Background: an optimization exercise with open tools, aiming at small area, a short achievable clock period and few clock cycles per item. Do not read the settings as production practice.
The RTL was checked by simulation tests, not by an equivalence proof against the original design.
Power is estimated from default activity; no workload was simulated.

==> raven <==
Design lstm, start of the top module:
module lstm (inputVec, trainingFlag, clock, reset, newSample, dataoutReady, outputVec);
    input  [35:0] inputVec;
    input         trainingFlag;
    input         clock;
    input         reset;
    input         newSample;
    output reg    dataoutReady;
    output [71:0] outputVec;
    localparam LAST = 6'd40;
    reg        busy;
    reg [5:0]  cnt;
    wire [5:0] cnt_n = reset ? 6'd0 : busy ? (cnt == LAST ? 6'd0 : cnt + 6'd1) : (newSample ? 6'd1 : 6'd0);
    wire [5:0] cnt_p = busy ? cnt + 6'd1 : 6'd1;
    wire [5:0] cnt_pp = (busy && cnt != LAST) ? cnt + 6'd2 : 6'd1;
    reg  [2:0] xsrc_n, bsrc_n, esrc_n;
    reg        psrc_n, ntanh_n;
    reg  [4:0] waddr_n;
    reg  [2:0] xsrc;
    reg  [2:0] bsrc_r, esrc_r;
    reg        psrc_r, ntanh_r;
    reg  [4:0] waddr;
    always @(*) begin
        xsrc_n = 3'd0; bsrc_n = 3'd0; esrc_n = 3'd0; psrc_n = 1'b0; ntanh_n = 1'b0; waddr_n = 5'd0;
        case (cnt_pp)
            6'd1: begin xsrc_n = 3'd0; bsrc_n = 3'd0; esrc_n = 3'd1; psrc_n = 1'b0; ntanh_n = 1'b0; waddr_n = 5'd0; end   
            6'd2: begin xsrc_n = 3'd1; bsrc_n = 3'd0; esrc_n = 3'd0; psrc_n = 1'b0; ntanh_n = 1'b0; waddr_n = 5'd1; end   
            6'd3: begin xsrc_n = 3'd2; bsrc_n = 3'd0; esrc_n = 3'd0; psrc_n = 1'b0; ntanh_n = 1'b0; waddr_n = 5'd2; end   
            6'd4: begin xsrc_n = 3'd3; bsrc_n = 3'd0; esrc_n = 3'd0; psrc_n = 1'b0; ntanh_n = 1'b0; waddr_n = 5'd3; end   
            6'd5: begin xsrc_n = 3'd4; bsrc_n = 3'd0; esrc_n = 3'd0; psrc_n = 1'b0; ntanh_n = 1'b0; waddr_n = 5'd4; end   
            6'd6: begin xsrc_n = 3'd5; bsrc_n = 3'd0; esrc_n = 3'd0; psrc_n = 1'b0; ntanh_n = 1'b0; waddr_n = 5'd5; end   
            6'd7: begin xsrc_n = 3'd0; bsrc_n = 3'd0; esrc_n = 3'd1; psrc_n = 1'b0; ntanh_n = 1'b0; waddr_n = 5'd8; end   
            6'd8: begin xsrc_n = 3'd1; bsrc_n = 3'd0; esrc_n = 3'd0; psrc_n = 1'b0; ntanh_n = 1'b0; waddr_n = 5'd9; end   
            6'd9: begin xsrc_n = 3'd0; bsrc_n = 3'd1; esrc_n = 3'd2; psrc_n = 1'b0; ntanh_n = 1'b1; waddr_n = 5'd0; end   
  ...
export LEC_CHECK = 0
export ABC_AREA = 1
export CAP_MARGIN = 20
export CORE_MARGIN = 2
export CORE_UTILIZATION = 45
export PLACE_DENSITY = 0.6
export SETUP_SLACK_MARGIN = 5
export SLEW_MARGIN = 20
create_clock -name core_clock -period 12.0 [get_ports {clock}]
standard.sh (not shown) runs the stock make flow with config.mk's settings and CLKGATE_MAP_FILE= SYNTH_SCRIPT=/design/flow/synth_recipe.tcl, a recipe that flattens the netlist after the stock synthesis.
==> flow/flow/run.sh <==
#!/bin/bash
# The standard layout (standard.sh: the standard synthesis and ORFS
# flow, unchanged), with a larger setup-repair margin so that repair_timing
# keeps improving paths past what the 12 ns period alone asks for.
# ORFS writes each step's full log under orfs/logs; make's output goes to
# standard.log here.
bash standard.sh SETUP_SLACK_MARGIN=${FLOW_SETUP_MARGIN:-8.4} finish > standard.log 2>&1
==> quartz (differences from raven) <==
--- a/flow/design.v
+++ b/flow/design.v
@@ -179,34 +179,34 @@
         end else begin
             dataoutReady <= busy && cnt == LAST;
             if (busy) busy <= cnt != LAST;
             else busy <= newSample;
         end
     end
-    wire [17:0] h_q [0:3];
+    wire [12:0] h_q [0:3];
     reg  [17:0] xb;
     always @(*) begin
         case (xsrc)
             3'd0:    xb = inputVec[17:0];
             3'd1:    xb = inputVec[35:18];
-            3'd2:    xb = h_q[0];
-            3'd3:    xb = h_q[1];
-            3'd4:    xb = h_q[2];
-            default: xb = h_q[3];
+            3'd2:    xb = {{5{h_q[0][12]}}, h_q[0]};
+            3'd3:    xb = {{5{h_q[1][12]}}, h_q[1]};
+            3'd4:    xb = {{5{h_q[2][12]}}, h_q[2]};
+            default: xb = {{5{h_q[3][12]}}, h_q[3]};
         endcase
     end
     wire [71:0] wrow, brow;
     weightRAM ROM (.addr(waddr), .baddr({waddr[4:3], 3'd6}), .word(wrow), .bias(brow));
     genvar r;
     generate
         for (r = 0; r < 4; r = r + 1) begin : U
             gate LANE (.clock(clock), .reset(reset), .xb(xb),
                        .w_n(wrow[18*r +: 13]), .bias_n(brow[18*r +: 18]),
                        .bsrc_n(bsrc_r), .esrc_n(esrc_r), .psrc_n(psrc_r), .ntanh_n(ntanh_r),
                        .asel_n(asel_n), .kk_n(kk_n), .en_n(en_r), .h(h_q[r]));
-            assign outputVec[18*r +: 18] = h_q[r];
+            assign outputVec[18*r +: 18] = {{5{h_q[r][12]}}, h_q[r]};
         end
     endgenerate
 endmodule
 module gate (clock, reset, xb, w_n, bias_n, bsrc_n, esrc_n, psrc_n, ntanh_n,
              asel_n, kk_n, en_n, h);
     input             clock, reset;
@@ -215,13 +215,13 @@
     input      [17:0] bias_n;
     input      [2:0]  bsrc_n, esrc_n;
     input             psrc_n, ntanh_n;
     input      [1:0]  asel_n;
     input      [1:0]  kk_n;
     input      [4:0]  en_n;
-    output reg [17:0] h;
+    output reg [12:0] h;
     localparam A_XB = 2'd0, A_GV = 2'd1, A_C = 2'd2, A_ZR = 2'd3;
     localparam B_W = 3'd0, B_P2 = 3'd1, B_Y = 3'd2, B_ZR = 3'd3;
     localparam E_ZERO = 3'd0, E_BIAS = 3'd1, E_P1 = 3'd2, E_P0 = 3'd3, E_ZR = 3'd4;
     reg  [2:0]  bsrc, esrc;
     reg         psrc, ntanh;
     reg  [1:0]  kk;
@@ -291,16 +291,16 @@
     always @(posedge clock) begin
         if (en[0]) R  <= Y3;
         if (en[1]) gv <= Y3[28:11];
         if (en[2]) zr <= Y[23:11];
         if (reset) begin
             c <= 18'd0;
-            h <= 18'd0;
+            h <= 13'd0;
         end else begin
             if (en[3]) c <= Y[28:11];
-            if (en[4]) h <= Y[28:11];
+            if (en[4]) h <= Y[23:11];
         end
     end
 endmodule
 module dot_prod (a, bone, btwo, bneg, e, s, c);
     input  [17:0] a;
     input  [6:0] bone, btwo, bneg;
==> flow/flow/run.sh (replaced) <==
#!/bin/bash
# The standard layout (standard.sh: the standard synthesis and ORFS
# flow, unchanged), with a larger setup-repair margin so that repair_timing
# keeps improving paths past what the 12 ns period alone asks for.
# ORFS writes each step's full log under orfs/logs; make's output goes to
# standard.log here.
bash standard.sh SETUP_SLACK_MARGIN=${FLOW_SETUP_MARGIN:-8.0} finish > standard.log 2>&1
Settings changed: CORE_UTILIZATION 45 to 60, PLACE_DENSITY 0.6 to 0.75.
==> run summary <==
status complete, no violations; M1 WL ~96,000 um; Non-CTS buffers ~190; WL per Instance roughly 25 um; final worst path period need 3.972 ns; fin util 65.49%; number of iterations in the first detailed-routing pass 15; Post-CTS Setup Bufs 11; Worst EP arrival 4.53 ns; Ant. Diodes 8
# the run above: quartz

==> run summary <==
crit start category register; WL per Instance 25.04 um; Worst EP arrival approximately 1.3 ns; Total Wirelength 261,400 um; number of iterations in the first detailed-routing pass 6; Worst setup startpoint U[1].LANE.h[11]; Non-CTS buffers between 300 and 400; max layer used met5; Post-CTS Setup Bufs 124; reg2reg path depth 10; status complete, no violations; M1 WL around 120,000 um; fin util around half; top cell family by delay on the critical path flip-flops; TritonCTS Buffers 99; hold slack 0.4767 ns
# the run above: raven

Testbench counts of raven, summed over its fixed seeds: cycles 13,128, items 320.
Testbench counts of quartz, summed over its fixed seeds: cycles 13,128, items 320.

* * *

==> 05-07 <==
Another version of the RTL of lstm (not shown whole).
export LEC_CHECK = 0
export ABC_CLOCK_PERIOD_IN_PS = 5000
export CAP_MARGIN = 20
export CORE_MARGIN = 2
export CORE_UTILIZATION = 45
export PLACE_DENSITY = 0.6
export SETUP_SLACK_MARGIN = 5
export SLEW_MARGIN = 20
create_clock -name core_clock -period 12.0 [get_ports {clock}]
==> flow/flow/run.sh <==
#!/bin/bash
# The standard layout (standard.sh: the standard synthesis and ORFS
# flow, unchanged), with a larger setup-repair margin so that repair_timing
# keeps improving paths past what the 12 ns period alone asks for.
# ORFS writes each step's full log under orfs/logs; make's output goes to
# standard.log here.
bash standard.sh SETUP_SLACK_MARGIN=${FLOW_SETUP_MARGIN:-7.8} finish > standard.log 2>&1
==> 06-08 (differences from 05-07) <==
--- a/flow/design.v
+++ b/flow/design.v
@@ -129,41 +129,41 @@
     end
     always @(*) begin
         kk_n = 2'd0; en_n = 5'd0;
         case (cnt_p)
             6'd2: begin kk_n = 2'd0; en_n = 5'b00001; end   
-            6'd3: begin kk_n = 2'd1; en_n = 5'b00001; end   
+            6'd3: begin kk_n = 2'd3; en_n = 5'b00001; end   
             6'd4: begin kk_n = 2'd2; en_n = 5'b00001; end   
-            6'd5: begin kk_n = 2'd1; en_n = 5'b00001; end   
-            6'd6: begin kk_n = 2'd1; en_n = 5'b00001; end   
-            6'd7: begin kk_n = 2'd1; en_n = 5'b00011; end   
+            6'd5: begin kk_n = 2'd3; en_n = 5'b00001; end   
+            6'd6: begin kk_n = 2'd3; en_n = 5'b00001; end   
+            6'd7: begin kk_n = 2'd3; en_n = 5'b00011; end   
             6'd8: begin kk_n = 2'd0; en_n = 5'b00001; end   
-            6'd9: begin kk_n = 2'd1; en_n = 5'b00001; end   
+            6'd9: begin kk_n = 2'd3; en_n = 5'b00001; end   
             6'd10: begin kk_n = 2'd0; en_n = 5'b00000; end   
             6'd11: begin kk_n = 2'd2; en_n = 5'b00001; end   
             6'd12: begin kk_n = 2'd0; en_n = 5'b00100; end   
-            6'd13: begin kk_n = 2'd1; en_n = 5'b00001; end   
-            6'd14: begin kk_n = 2'd1; en_n = 5'b00001; end   
-            6'd15: begin kk_n = 2'd1; en_n = 5'b00011; end   
+            6'd13: begin kk_n = 2'd3; en_n = 5'b00001; end   
+            6'd14: begin kk_n = 2'd3; en_n = 5'b00001; end   
+            6'd15: begin kk_n = 2'd3; en_n = 5'b00011; end   
             6'd16: begin kk_n = 2'd0; en_n = 5'b00001; end   
-            6'd17: begin kk_n = 2'd1; en_n = 5'b00001; end   
+            6'd17: begin kk_n = 2'd3; en_n = 5'b00001; end   
             6'd18: begin kk_n = 2'd0; en_n = 5'b00000; end   
             6'd19: begin kk_n = 2'd2; en_n = 5'b00001; end   
             6'd20: begin kk_n = 2'd0; en_n = 5'b00000; end   
-            6'd21: begin kk_n = 2'd1; en_n = 5'b00001; end   
+            6'd21: begin kk_n = 2'd3; en_n = 5'b00001; end   
             6'd22: begin kk_n = 2'd0; en_n = 5'b00100; end   
-            6'd23: begin kk_n = 2'd1; en_n = 5'b00001; end   
-            6'd24: begin kk_n = 2'd1; en_n = 5'b00011; end   
+            6'd23: begin kk_n = 2'd3; en_n = 5'b00001; end   
+            6'd24: begin kk_n = 2'd3; en_n = 5'b00011; end   
             6'd25: begin kk_n = 2'd0; en_n = 5'b00001; end   
-            6'd26: begin kk_n = 2'd1; en_n = 5'b00001; end   
+            6'd26: begin kk_n = 2'd3; en_n = 5'b00001; end   
             6'd27: begin kk_n = 2'd0; en_n = 5'b00000; end   
             6'd28: begin kk_n = 2'd2; en_n = 5'b00001; end   
             6'd29: begin kk_n = 2'd0; en_n = 5'b00000; end   
-            6'd30: begin kk_n = 2'd1; en_n = 5'b00001; end   
+            6'd30: begin kk_n = 2'd3; en_n = 5'b00001; end   
             6'd31: begin kk_n = 2'd0; en_n = 5'b01000; end   
-            6'd32: begin kk_n = 2'd1; en_n = 5'b00001; end   
-            6'd33: begin kk_n = 2'd1; en_n = 5'b00011; end   
+            6'd32: begin kk_n = 2'd3; en_n = 5'b00001; end   
+            6'd33: begin kk_n = 2'd3; en_n = 5'b00011; end   
             6'd35: begin kk_n = 2'd0; en_n = 5'b00000; end   
             6'd36: begin kk_n = 2'd0; en_n = 5'b00000; end   
             6'd37: begin kk_n = 2'd0; en_n = 5'b00100; end   
             6'd38: begin kk_n = 2'd0; en_n = 5'b00000; end   
             6'd40: begin kk_n = 2'd0; en_n = 5'b10000; end   
@@ -281,15 +281,18 @@
     reg  [28:0] S, C;
     always @(posedge clock) begin
         S <= s_n;
         C <= c_n;
     end
-    wire [28:0] K = kk == 2'd1 ? R : kk == 2'd2 ? {R[28:11], 11'd0} : 29'd0;
-    assign Y = S + C + K;
+    wire [28:0] K = {R[28:11] & {18{kk[1]}}, R[10:0] & {11{kk[0]}}};
+    wire [28:0] ks = S ^ C ^ K;
+    wire [28:0] kc = (S & C) | (S & K) | (C & K);
+    wire [28:0] Y3 = ks + {kc[27:0], 1'b0};
+    assign Y = S + C;              
     always @(posedge clock) begin
-        if (en[0]) R  <= Y;
-        if (en[1]) gv <= Y[28:11];
+        if (en[0]) R  <= Y3;
+        if (en[1]) gv <= Y3[28:11];
         if (en[2]) zr <= Y[23:11];
         if (reset) begin
             c <= 18'd0;
             h <= 13'd0;
         end else begin
==> flow/flow/run.sh (replaced) <==
#!/bin/bash
# The standard layout (standard.sh: the standard synthesis and ORFS
# flow, unchanged), with a larger setup-repair margin so that repair_timing
# keeps improving paths past what the 12 ns period alone asks for.
# ORFS writes each step's full log under orfs/logs; make's output goes to
# standard.log here.
bash standard.sh SETUP_SLACK_MARGIN=${FLOW_SETUP_MARGIN:-8.0} finish > standard.log 2>&1
==> 08-02 (differences from 05-07) <==
--- a/flow/design.v
+++ b/flow/design.v
@@ -129,41 +129,41 @@
     end
     always @(*) begin
         kk_n = 2'd0; en_n = 5'd0;
         case (cnt_p)
             6'd2: begin kk_n = 2'd0; en_n = 5'b00001; end   
-            6'd3: begin kk_n = 2'd1; en_n = 5'b00001; end   
+            6'd3: begin kk_n = 2'd3; en_n = 5'b00001; end   
             6'd4: begin kk_n = 2'd2; en_n = 5'b00001; end   
-            6'd5: begin kk_n = 2'd1; en_n = 5'b00001; end   
-            6'd6: begin kk_n = 2'd1; en_n = 5'b00001; end   
-            6'd7: begin kk_n = 2'd1; en_n = 5'b00011; end   
+            6'd5: begin kk_n = 2'd3; en_n = 5'b00001; end   
+            6'd6: begin kk_n = 2'd3; en_n = 5'b00001; end   
+            6'd7: begin kk_n = 2'd3; en_n = 5'b00011; end   
             6'd8: begin kk_n = 2'd0; en_n = 5'b00001; end   
-            6'd9: begin kk_n = 2'd1; en_n = 5'b00001; end   
+            6'd9: begin kk_n = 2'd3; en_n = 5'b00001; end   
             6'd10: begin kk_n = 2'd0; en_n = 5'b00000; end   
             6'd11: begin kk_n = 2'd2; en_n = 5'b00001; end   
             6'd12: begin kk_n = 2'd0; en_n = 5'b00100; end   
-            6'd13: begin kk_n = 2'd1; en_n = 5'b00001; end   
-            6'd14: begin kk_n = 2'd1; en_n = 5'b00001; end   
-            6'd15: begin kk_n = 2'd1; en_n = 5'b00011; end   
+            6'd13: begin kk_n = 2'd3; en_n = 5'b00001; end   
+            6'd14: begin kk_n = 2'd3; en_n = 5'b00001; end   
+            6'd15: begin kk_n = 2'd3; en_n = 5'b00011; end   
             6'd16: begin kk_n = 2'd0; en_n = 5'b00001; end   
-            6'd17: begin kk_n = 2'd1; en_n = 5'b00001; end   
+            6'd17: begin kk_n = 2'd3; en_n = 5'b00001; end   
             6'd18: begin kk_n = 2'd0; en_n = 5'b00000; end   
             6'd19: begin kk_n = 2'd2; en_n = 5'b00001; end   
             6'd20: begin kk_n = 2'd0; en_n = 5'b00000; end   
-            6'd21: begin kk_n = 2'd1; en_n = 5'b00001; end   
+            6'd21: begin kk_n = 2'd3; en_n = 5'b00001; end   
             6'd22: begin kk_n = 2'd0; en_n = 5'b00100; end   
-            6'd23: begin kk_n = 2'd1; en_n = 5'b00001; end   
-            6'd24: begin kk_n = 2'd1; en_n = 5'b00011; end   
+            6'd23: begin kk_n = 2'd3; en_n = 5'b00001; end   
+            6'd24: begin kk_n = 2'd3; en_n = 5'b00011; end   
             6'd25: begin kk_n = 2'd0; en_n = 5'b00001; end   
-            6'd26: begin kk_n = 2'd1; en_n = 5'b00001; end   
+            6'd26: begin kk_n = 2'd3; en_n = 5'b00001; end   
             6'd27: begin kk_n = 2'd0; en_n = 5'b00000; end   
             6'd28: begin kk_n = 2'd2; en_n = 5'b00001; end   
             6'd29: begin kk_n = 2'd0; en_n = 5'b00000; end   
-            6'd30: begin kk_n = 2'd1; en_n = 5'b00001; end   
+            6'd30: begin kk_n = 2'd3; en_n = 5'b00001; end   
             6'd31: begin kk_n = 2'd0; en_n = 5'b01000; end   
-            6'd32: begin kk_n = 2'd1; en_n = 5'b00001; end   
-            6'd33: begin kk_n = 2'd1; en_n = 5'b00011; end   
+            6'd32: begin kk_n = 2'd3; en_n = 5'b00001; end   
+            6'd33: begin kk_n = 2'd3; en_n = 5'b00011; end   
             6'd35: begin kk_n = 2'd0; en_n = 5'b00000; end   
             6'd36: begin kk_n = 2'd0; en_n = 5'b00000; end   
             6'd37: begin kk_n = 2'd0; en_n = 5'b00100; end   
             6'd38: begin kk_n = 2'd0; en_n = 5'b00000; end   
             6'd40: begin kk_n = 2'd0; en_n = 5'b10000; end   
@@ -281,15 +281,18 @@
     reg  [28:0] S, C;
     always @(posedge clock) begin
         S <= s_n;
         C <= c_n;
     end
-    wire [28:0] K = kk == 2'd1 ? R : kk == 2'd2 ? {R[28:11], 11'd0} : 29'd0;
-    assign Y = S + C + K;
+    wire [28:0] K = {R[28:11] & {18{kk[1]}}, R[10:0] & {11{kk[0]}}};
+    wire [28:0] ks = S ^ C ^ K;
+    wire [28:0] kc = (S & C) | (S & K) | (C & K);
+    wire [28:0] Y3 = ks + {kc[27:0], 1'b0};
+    assign Y = S + C;              
     always @(posedge clock) begin
-        if (en[0]) R  <= Y;
-        if (en[1]) gv <= Y[28:11];
+        if (en[0]) R  <= Y3;
+        if (en[1]) gv <= Y3[28:11];
         if (en[2]) zr <= Y[23:11];
         if (reset) begin
             c <= 18'd0;
             h <= 13'd0;
         end else begin
==> flow/flow/run.sh (replaced) <==
#!/bin/bash
# The standard layout (standard.sh: the standard synthesis and ORFS
# flow, unchanged), with a larger setup-repair margin so that repair_timing
# keeps improving paths past what the 12 ns period alone asks for.
# ORFS writes each step's full log under orfs/logs; make's output goes to
# standard.log here.
bash standard.sh SETUP_SLACK_MARGIN=${FLOW_SETUP_MARGIN:-8.0} finish > standard.log 2>&1
ABC_AREA = 1   (was unset)
ABC_CLOCK_PERIOD_IN_PS = unset   (was 5000)
==> comparison <==
- Between 05-07 and 06-08, the lower wire length is in 05-07 (gap 5.7%, measured against 06-08).
- Global-route usage, highest first: 08-02, 06-08, 05-07.
- Cell area, highest first: 06-08, 08-02, 05-07.
- Synthesized cell count, lowest first: 05-07, 06-08, 08-02.
- Against 08-02, the fmax of 06-08 is smaller by about 5%.
- Area after synthesis: 05-07 < 06-08 < 08-02.
- The lowest first-iteration DRC count belongs to 05-07, the highest to 08-02.
- Between 06-08 and 05-07, the lower cell count is in 05-07 (gap about 2%, measured against 05-07).
- Sequential power: 06-08 is smaller than 08-02 (about 4%).
- Worst hold slack, lowest first: 08-02, 06-08, 05-07.
- 06-08 passed the timing, design-rule and antenna checks. 08-02 completed with no timing, DRC or antenna violations. 05-07 completed with no timing, DRC or antenna violations.
==> figures <==
	06-08	05-07	08-02
Post-Layout Inst Area	72700 sq um	71700 sq um	72000 sq um
Total area of multi-input combinational cells	42000 sq um	39400 sq um	40100 sq um
Synth cell types	100	92	63
Commonest non-fill, non-tap cell in the layout	inv_1	inv_1	nand2_1
Core Area	140000 sq um	135000 sq um	145000 sq um
Starting density of the core	45.4%	45.2%	45.2%
Setup WS post-layout	7.83 ns	7.57 ns	8.04 ns
Worst Min Path Start	U[3].LANE.c[6]	U[3].LANE.c[1]	U[0].LANE.c[3]
Worst setup path endpoint	U[1].LANE.gv[17]	U[0].LANE.c[16]	cnt[0]
Status	timing/DRC/antenna clean	timing/DRC/antenna clean	timing/DRC/antenna clean
DP Area	66000 sq um	63700 sq um	68200 sq um
Post-Syn Area	63600 sq um	61200 sq um	65700 sq um
Setup slack of the worst register-to-register path	7.83 ns	7.57 ns	8.06 ns
Actual slew at the worst max-slew pin	1.38 ns	1.18 ns	1.13 ns
Comb. pwr	0.0118 W	0.0145 W	0.0154 W
Sequential-to-total area share from yosys stat	30.1%	31.3%	29.2%
Multi-input gate share of total cell area	57.8%	54.9%	55.6%
Full die area	144000 sq um	139000 sq um	149000 sq um
Part of the total power dissipated in combinational logic	60.3%	65.4%	65.6%
Share of total power consumed by net switching	45.6%	46.4%	51.2%
Number of antenna violations at the first check in global routing	27	12	24
Cell count after synthesis	6741	6629	8238
Testbench counts of 05-07, summed over its fixed seeds: cycles 13,128, items 320.
Testbench counts of 06-08, summed over its fixed seeds: cycles 13,128, items 320.
Testbench counts of 08-02, summed over its fixed seeds: cycles 13,128, items 320.

static timing again, ports no longer ideal:
Ports are ideal in the flow. The routed layouts listed here were re-timed in OpenROAD.
Step 1 assumes that a clkbuf_16 drives the clock port and a buf_2 every other input.
Step 2 adds t to the input delays and takes it off the output delays; t is the mean of the earliest and latest rising clock arrival at the registers after step 1. Input paths then give back, and output paths get back, about the clock's delay inside the block.
Slacks: ideal ports / drivers / drivers and shift; pairs: ideal ports / drivers.
run	shift t [ns]	setup slack, ns	latest minus earliest clock arrival (ns)	slew at the worst register clock pin (ns)
raven	0.784	8.284 / 8.208 / 7.659	0.041 / 0.041	0.07 / 0.07
quartz	0.764	8.028 / 7.978 / 7.322	0.035 / 0.035	0.07 / 0.07
05-07	0.801	7.569 / 7.569 / 7.089	0.043 / 0.043	0.07 / 0.07
06-08	0.803	7.832 / 7.832 / 7.261	0.045 / 0.044	0.07 / 0.07
08-02	0.794	8.041 / 7.996 / 7.301	0.031 / 0.031	0.07 / 0.07
After both steps every run listed still meets setup and hold. The setup slack of 08-02, which loses most, moves by -0.045 ns with the drivers and by -0.740 ns with both steps.
